Source: an optimization exercise on an open RTL-to-GDS flow (aim: small area and a short achievable clock period). Production flows keep margins and buffers that such runs may drop. RTL that was checked went through simulation tests only; none was proved equivalent to the original. No driver is modelled on the clock port, so clocking that relies on it looks cheaper here than on a real chip. Power figures rest on the tool's default switching activity, not on a simulated workload.

==> 03-10 <==
## pe_mac
module pe_mac #(
  parameter int WA       = 16,
  parameter int WB       = 16,
  parameter int ACCW     = 40,
  parameter int MULT_LAT = 1,
  parameter int ADD_LAT  = 0
) (
  input  logic                    clk,
  input  logic                    rst_n,
  input  logic                    in_valid,
  output logic                    in_ready,
  input  logic signed [WA-1:0]    a_in,
  input  logic signed [WB-1:0]    b_in,
  input  logic signed [ACCW-1:0]  psum_in,
  output logic                    out_valid,
  input  logic                    out_ready,
  output logic signed [WA-1:0]    a_out,
  output logic signed [WB-1:0]    b_out,
  output logic signed [ACCW-1:0]  psum_out
);
  logic        acc;
  logic [15:0] A, B;
  logic [39:0] P;
  logic [39:0] S;
  logic [3:0]  V;
  logic [39:0] psum_off;
  assign in_ready = out_ready;
  assign acc      = in_valid & out_ready;
  assign psum_off = {psum_in[39:32], ~psum_in[31], psum_in[30:0]};
  logic [7:0] BN, BO, bn_in, bo_in;
  assign bn_in[0] = b_in[1];
  assign bo_in[0] = b_in[0] ^ 1'b0;
  assign bn_in[1] = b_in[3];
  assign bo_in[1] = b_in[2] ^ b_in[1];
  assign bn_in[2] = b_in[5];
  assign bo_in[2] = b_in[4] ^ b_in[3];
  assign bn_in[3] = b_in[7];
  ...
==> flow/config.mk <==
export PLATFORM = sky130hd
export DESIGN_NAME = pe_mac
export DESIGN_NICKNAME = pe_mac
export VERILOG_FILES = /design/flow/design.v
export SDC_FILE = /design/flow/constraint.sdc
export NUM_CORES = 4
export LEC_CHECK = 0
export ABC_AREA = 1
export CAP_MARGIN = 20
export CORE_MARGIN = 2
export CORE_UTILIZATION = 68
export CTS_BUF_LIST = sky130_fd_sc_hd__clkbuf_8
export SETUP_SLACK_MARGIN = 3.15
export SLEW_MARGIN = 20
export SYNTH_HIERARCHICAL = 1
export SYNTH_MINIMUM_KEEP_SIZE = 0
export TNS_END_PERCENT = 10
==> flow/constraint.sdc <==
create_clock -name core_clock -period 6.0 [get_ports {clk}]
set_input_delay 1.2000 -clock core_clock [delete_from_list [all_inputs] [get_ports {clk}]]
set_output_delay 1.2000 -clock core_clock [all_outputs]
set_load 0.01 [all_outputs]
standard.sh (not shown) runs the stock make flow with config.mk's settings and CLKGATE_MAP_FILE= SYNTH_SCRIPT=/design/flow/synth_recipe.tcl, a recipe that flattens the netlist after the stock synthesis.
==> flow/flow/run.sh <==
#!/bin/bash
# Own flow: the standard layout (standard.sh, unchanged synthesis) with
#  - the port buffers made of the smallest buffer cell (buf_1), and
#  - useful skew for the internal M registers (flow/skew.tcl, run as the
#    PRE_CTS_TCL hook: it wraps clock_tree_synthesis and delays the clock of
#    Ms/Mc, which have no path from an input or to an output).
set -euo pipefail
here=$(pwd)
export BUFFER_PORTS_ARGS="-buffer_cell sky130_fd_sc_hd__buf_1"
export PRE_CTS_TCL="$here/flow/skew.tcl"

export SKEW_CELLS="clkbuf_1 clkbuf_2 clkbuf_4"
export CTS_ARGS="-sink_clustering_enable -repair_clock_nets -buf_list sky130_fd_sc_hd__clkbuf_8 -dont_use_dummy_load"
bash standard.sh > standard.log 2>&1
==> flow/flow/skew.tcl <==
# Useful skew for the register-to-register paths A,B -> M -> S: the clock of
# the M registers (Ms, Mc), whose D and Q pins connect only to other
# registers through logic, is delayed by a chain of clock buffers after CTS,
# so the multiply stage borrows time from the accumulate stage.
rename clock_tree_synthesis my_cts_orig
proc clock_tree_synthesis {args} {
  my_cts_orig {*}$args
  # buffer cells of the delay chain, from the tree's leaf net to the registers
  set cells [expr {[info exists ::env(SKEW_CELLS)] ? $::env(SKEW_CELLS) : "clkbuf_2 clkbuf_4"}]
  set groups [dict create]
  foreach inst [get_cells -quiet {Ms[* Mc[*}] {
    set pin [get_pins -of_objects $inst -filter "name==CLK"]
    set net [get_nets -of_objects $pin]
    dict lappend groups [get_full_name $net] [list $pin [sta::sta_to_db_inst $inst]]
  }
  set block [ord::get_db_block]
  set k 0
  dict for {netname items} $groups {
    set xs 0; set ys 0; set pins {}
    foreach it $items {
      lappend pins [lindex $it 0]
      set bb [[lindex $it 1] getBBox]
      set xs [expr {$xs + (([$bb xMin] + [$bb xMax]) / 2)}]; set ys [expr {$ys + (([$bb yMin] + [$bb yMax]) / 2)}]
    }
    set n [llength $pins]
    set dbu [$block getDbUnitsPerMicron]
    set loc [list [expr {$xs / $n / double($dbu)}] [expr {$ys / $n / double($dbu)}]]
    set cur $netname
    # a stronger last buffer for a large group keeps the clock pin slew low
    set big [expr {[info exists ::env(SKEW_BIG)] ? $::env(SKEW_BIG) : 6}]
    set chain $cells
    if {$n > $big} { set chain [lreplace $chain end end clkbuf_8] }
    set s 0
    foreach cell $chain {
      insert_buffer -buffer_cell sky130_fd_sc_hd__$cell -net $cur -load_pins $pins -location $loc \
        -buffer_name skewbuf_${k}_$s -net_name skewnet_${k}_$s
      incr s
      set cur [get_full_name [get_nets -of_objects [lindex $pins 0]]]
    }
    puts "skew: $n M register clock pins of $netname behind $chain"
    incr k
  }
}
==> inputs of 11-08, as changes to 03-10 <==
--- a/flow/flow/run.sh
+++ b/flow/flow/run.sh
@@ -11,4 +11,6 @@
 
-export SKEW_CELLS="clkbuf_1 clkbuf_2 clkbuf_4"
+export SKEW_CELLS="clkbuf_2 clkbuf_4"
 export CTS_ARGS="-sink_clustering_enable -repair_clock_nets -buf_list sky130_fd_sc_hd__clkbuf_8 -dont_use_dummy_load"
+export PRE_GLOBAL_ROUTE_TCL="$here/flow/recover.tcl"
+export RECOVER_POWER=${RECOVER_POWER:-100}
 bash standard.sh > standard.log 2>&1
==> flow/flow/recover.tcl (new file) <==
# PRE_GLOBAL_ROUTE_TCL hook: the power-recovery pass after global routing
# (downsizing gates off the critical paths) keeps the setup slack margin.
proc recover_power_helper { } {
  if { $::env(RECOVER_POWER) == 0 } {
    return
  }
  report_wns
  log_cmd repair_timing -recover_power $::env(RECOVER_POWER) \
    -setup_margin $::env(SETUP_SLACK_MARGIN) -verbose
  report_wns
}
==> inputs of 11-20, as changes to 03-10 <==
--- a/flow/flow/run.sh
+++ b/flow/flow/run.sh
@@ -11,4 +11,4 @@
 
-export SKEW_CELLS="clkbuf_1 clkbuf_2 clkbuf_4"
-export CTS_ARGS="-sink_clustering_enable -repair_clock_nets -buf_list sky130_fd_sc_hd__clkbuf_8 -dont_use_dummy_load"
+export SKEW_CELLS="clkbuf_2 clkbuf_4"
+export CTS_ARGS='-sink_clustering_enable -repair_clock_nets -buf_list {sky130_fd_sc_hd__clkbuf_4 sky130_fd_sc_hd__clkbuf_8} -dont_use_dummy_load'
 bash standard.sh > standard.log 2>&1
==> comparison table <==
item	03-10	11-08	11-20
Area taken by multi-input logic gates	8040 um2	7920 um2	7960 um2
Commonest non-fill, non-tap cell in the layout	sky130_fd_sc_hd__nor2_1	sky130_fd_sc_hd__dfxtp_1	sky130_fd_sc_hd__nor2_1
Clock Skews	0.384 ns	0.279 ns	0.278 ns
Cell with the largest stage delay on the worst path	sky130_fd_sc_hd__a21oi_1	sky130_fd_sc_hd__o21ai_0	sky130_fd_sc_hd__fa_1
Timing-limited maximum frequency	340 MHz	248 MHz	347 MHz
Fraction of area in multi-input gates	59.5%	59.4%	59.0%
Post-CTS setup buffers	6	14	14
Proportion of cell area occupied by registers	26.7%	26.8%	26.7%
Total number of nets in the final design	1711	1709	1709
Total wirelength of the detailed-routed design	29.4 mm	29.5 mm	29.5 mm
First-pass GRT wire length	45.8 mm	46.0 mm	46.0 mm
Met2 WL	13.1 mm	13.2 mm	13.2 mm
Detail-routed net length per standard cell	17.6 um	17.7 um	17.6 um
Final core utilization	78.6%	77.6%	78.6%
Logic power comb	2610 uW	2500 uW	2520 uW
Number of slew-limit violations in the final report	0	43	0
Post-route worst hold slack	0.385 ns	0.425 ns	0.393 ns
Relative contribution of the clock network to total power	17.3%	16.9%	16.8%
Number of cells on the critical path	6	7	7
Status	finished clean	complete, but fails checks	finished clean
Reasons for failing layout checks	-	max-capacitance violations, max-slew violations	-
Required arrival time at the worst endpoint	6.64 ns	6.56 ns	6.56 ns

---

==> run a <==
pe_mac, a different RTL version from the one above (not shown whole).
Settings: LEC_CHECK=0, ABC_AREA=1, CAP_MARGIN=20, CORE_MARGIN=2, CORE_UTILIZATION=55, CTS_BUF_LIST=sky130_fd_sc_hd__clkbuf_8, SETUP_SLACK_MARGIN=3.0, SLEW_MARGIN=20, SYNTH_HIERARCHICAL=1, SYNTH_MINIMUM_KEEP_SIZE=0; clock period 6.0 ns.
==> flow/flow/run.sh <==
#!/bin/bash
# Own flow: the standard layout (standard.sh, unchanged synthesis) with
#  - the port buffers made of the smallest buffer cell (buf_1), and
#  - useful skew for the internal M registers (flow/skew.tcl, run as the
#    PRE_CTS_TCL hook: it wraps clock_tree_synthesis and delays the clock of
#    Ms/Mc, which have no path from an input or to an output).
set -euo pipefail
here=$(pwd)
export BUFFER_PORTS_ARGS="-buffer_cell sky130_fd_sc_hd__buf_1"
export PRE_CTS_TCL="$here/flow/skew.tcl"

export SKEW_CELLS="clkdlybuf4s25_1 clkbuf_4"
export CTS_ARGS="-sink_clustering_enable -repair_clock_nets -buf_list sky130_fd_sc_hd__clkbuf_8 -dont_use_dummy_load"
bash standard.sh > standard.log 2>&1
Scripts as last shown in full above: flow/flow/skew.tcl
==> inputs of run b, as changes to run a <==
--- a/flow/config.mk
+++ b/flow/config.mk
@@ -8,9 +8,10 @@
 export ABC_AREA = 1
 export CAP_MARGIN = 20
 export CORE_MARGIN = 2
 export CORE_UTILIZATION = 55
 export CTS_BUF_LIST = sky130_fd_sc_hd__clkbuf_8
-export SETUP_SLACK_MARGIN = 3.0
+export SETUP_SLACK_MARGIN = 3.1
 export SLEW_MARGIN = 20
 export SYNTH_HIERARCHICAL = 1
 export SYNTH_MINIMUM_KEEP_SIZE = 0
+export TNS_END_PERCENT = 20
==> inputs of run c, as changes to run a <==
--- a/flow/design.v
+++ b/flow/design.v
@@ -24,21 +24,18 @@
   logic [39:0] S;
   logic [3:0]  V;
   logic [39:0] psum_off;
   assign in_ready = out_ready;
   assign acc      = in_valid & out_ready;
-  assign psum_off = {psum_in[39:31] - 9'd1, psum_in[30:0]};
+  assign psum_off = {psum_in[39:32], ~psum_in[31], psum_in[30:0]};
+  logic ld, hold;
+  assign ld   = rst_n & acc;
+  assign hold = rst_n & ~acc;
   always_ff @(posedge clk) begin
-    if (!rst_n) begin
-      A <= '0;
-      B <= '0;
-      P <= 40'hFF80000000;
-    end else if (acc) begin
-      A <= a_in;
-      B <= b_in;
-      P <= psum_off;
-    end
+    A <= (a_in & {16{ld}}) | (A & {16{hold}});
+    B <= (b_in & {16{ld}}) | (B & {16{hold}});
+    P <= (psum_off & {40{ld}}) | (P & {40{hold}}) | (40'h0080000000 & {40{~rst_n}});
   end
   logic bo0;
   logic bt0;
   logic bn0;
   logic ax0_0;
@@ -1049,12 +1046,12 @@
   assign sclr = ~rst_n | rq;
   logic [31:0] cs_s, cs_c;
   assign cs_s = P[31:0] ^ Ms ^ Mc;
   assign cs_c = (P[31:0] & Ms) | (P[31:0] & Mc) | (Ms & Mc);
   logic [39:0] xx, yy, sum;
-  assign xx = {P[39:32], cs_s};
-  assign yy = {7'd0, cs_c, 1'b0};
+  assign xx = {P[39:32], P[31], cs_s[30:0]};
+  assign yy = {{8{P[31]}}, cs_c[30:0], 1'b0};
   logic [39:0] a_g0, a_p0;
   assign a_g0 = xx & yy;
   assign a_p0 = xx ^ yy;
   logic a_G0, a_P0;
   assign a_G0 = a_g0[1] | (a_p0[1] & a_g0[0]);
--- a/flow/flow/run.sh
+++ b/flow/flow/run.sh
@@ -8,7 +8,7 @@
 here=$(pwd)
 export BUFFER_PORTS_ARGS="-buffer_cell sky130_fd_sc_hd__buf_1"
 export PRE_CTS_TCL="$here/flow/skew.tcl"
 
 export SKEW_CELLS="clkdlybuf4s25_1 clkbuf_4"
-export CTS_ARGS="-sink_clustering_enable -repair_clock_nets -buf_list sky130_fd_sc_hd__clkbuf_8 -dont_use_dummy_load"
+export CTS_ARGS="-sink_clustering_enable -repair_clock_nets -buf_list sky130_fd_sc_hd__clkbuf_8 -dont_use_dummy_load -sink_clustering_size 30 -sink_clustering_max_diameter 80"
 bash standard.sh > standard.log 2>&1
--- a/flow/config.mk
+++ b/flow/config.mk
@@ -8,9 +8,10 @@
 export ABC_AREA = 1
 export CAP_MARGIN = 20
 export CORE_MARGIN = 2
 export CORE_UTILIZATION = 55
 export CTS_BUF_LIST = sky130_fd_sc_hd__clkbuf_8
-export SETUP_SLACK_MARGIN = 3.0
+export SETUP_SLACK_MARGIN = 3.1
 export SLEW_MARGIN = 20
 export SYNTH_HIERARCHICAL = 1
 export SYNTH_MINIMUM_KEEP_SIZE = 0
+export TNS_END_PERCENT = 20
==> inputs of run d, as changes to run a <==
--- a/flow/config.mk
+++ b/flow/config.mk
@@ -8,9 +8,10 @@
 export ABC_AREA = 1
 export CAP_MARGIN = 20
 export CORE_MARGIN = 2
 export CORE_UTILIZATION = 55
 export CTS_BUF_LIST = sky130_fd_sc_hd__clkbuf_8
-export SETUP_SLACK_MARGIN = 3.0
+export SETUP_SLACK_MARGIN = 3.2
 export SLEW_MARGIN = 20
 export SYNTH_HIERARCHICAL = 1
 export SYNTH_MINIMUM_KEEP_SIZE = 0
+export TNS_END_PERCENT = 10
==> run notes <==
Outcome: run d no timing/DRC/antenna violations; run a no timing/DRC/antenna violations; run c no timing/DRC/antenna violations; run b no timing/DRC/antenna violations
Worst path arrival time: run d 3.17 ns; run a 3.62 ns; run c 3.25 ns; run b 3.60 ns
Effective utilization at floorplan: run d 56.40%; run a 56.40%; run c 56.35%; run b 56.40%
Die Y: run d 151.3 µm; run a 151.3 µm; run c 151.2 µm; run b 151.3 µm
Inverters: run d 109; run a 109; run c 106; run b 107
Portion of synthesized cell area occupied by the leading cell type: run d 29.87%; run a 29.87%; run c 29.89%; run b 29.87%
Overall routed net length: run d 33.41 mm; run a 31.45 mm; run c 30.76 mm; run b 31.46 mm
Sw Pwr: run d 0.002271 W; run a 0.002189 W; run c 0.001518 W; run b 0.002231 W
Mean routed wirelength per cell: run d 19.09 µm; run a 17.88 µm; run c 17.82 µm; run b 18.17 µm
Synth Area in Simple Gates: run d 13.04%; run a 13.04%; run c 15.63%; run b 13.04%
Cell count of the worst hold path: run d 1; run a 0; run c 1; run b 2
Placed Cells: run d 1679; run a 1679; run c 1669; run b 1679
Clock-pin slew on the worst setup and hold paths: run d 0.09 ns; run a 0.08 ns; run c 0.10 ns; run b 0.07 ns
Fraction of power consumed by sequential logic: run d 31.2%; run a 31.8%; run c 36.7%; run b 31.4%
Cell repeated most along the worst path: run d sky130_fd_sc_hd__nand2_4; run a sky130_fd_sc_hd__fa_1; run c sky130_fd_sc_hd__nor2_1; run b sky130_fd_sc_hd__fa_1
Layout overhead on the synthesized area: run d 15.82%; run a 14.28%; run c 14.50%; run b 13.07%
Global-route track usage on met2: run d 46.40%; run a 41.74%; run c 43.76%; run b 42.26%
Fill cells: run d 1835; run a 1908; run c 1876; run b 1872
Initial drt markers: run d 575; run a 626; run c 526; run b 651
Hold Worst Slack: run d 0.2609 ns; run a 0.1497 ns; run c 0.2463 ns; run b 0.1748 ns
Sequential-to-total area share from yosys stat: run d 29.87%; run a 29.87%; run c 29.89%; run b 29.87%
Post-route minimum period: run d 2.850 ns; run a 2.935 ns; run c 2.918 ns; run b 2.910 ns
Leak pwr: run d 5.710 nW; run a 5.682 nW; run c 5.799 nW; run b 5.593 nW
The RTL of run c was laid out without a check of its function.

## port drivers added, routing unchanged
In the flow no input, the clock included, has a driving cell. The finished layouts below were timed again as built, in two steps. Step 1, drivers: a clkbuf_16 drives clk and a buf_2 each remaining input, both assumed. Step 2, shift: input delay + t, output delay - t, t = (earliest + latest rising clock arrival at the registers) / 2. This alone moves slack from input paths to output paths. a / b / c = ideal / step 1 / step 2; a / b = the first two.
run	t, ns	slack for setup (ns)	worst setup path after step 2	latest minus earliest clock arrival (ns)
03-10	0.665	3.055 / 3.055 / 2.565	input to register	0.403 / 0.403
11-08	0.607	1.963 / 1.963 / 1.431	input to register	0.286 / 0.286
11-20	0.613	3.122 / 3.121 / 2.675	input to register	0.284 / 0.283
run a	0.671	3.065 / 3.065 / 2.562	input to register	0.447 / 0.446
run b	0.684	3.090 / 3.090 / 2.632	input to register	0.452 / 0.452
run c	0.677	3.082 / 3.082 / 2.729	input to register	0.472 / 0.472
run d	0.675	3.150 / 3.150 / 2.506	input to register	0.468 / 0.468
Clock arrivals are far apart in 5 of these runs, so t is only a midpoint there and step 2 fits no single register. The setup slack of run d, which loses most, moves by 0.000 ns with the drivers and by -0.644 ns with both steps.
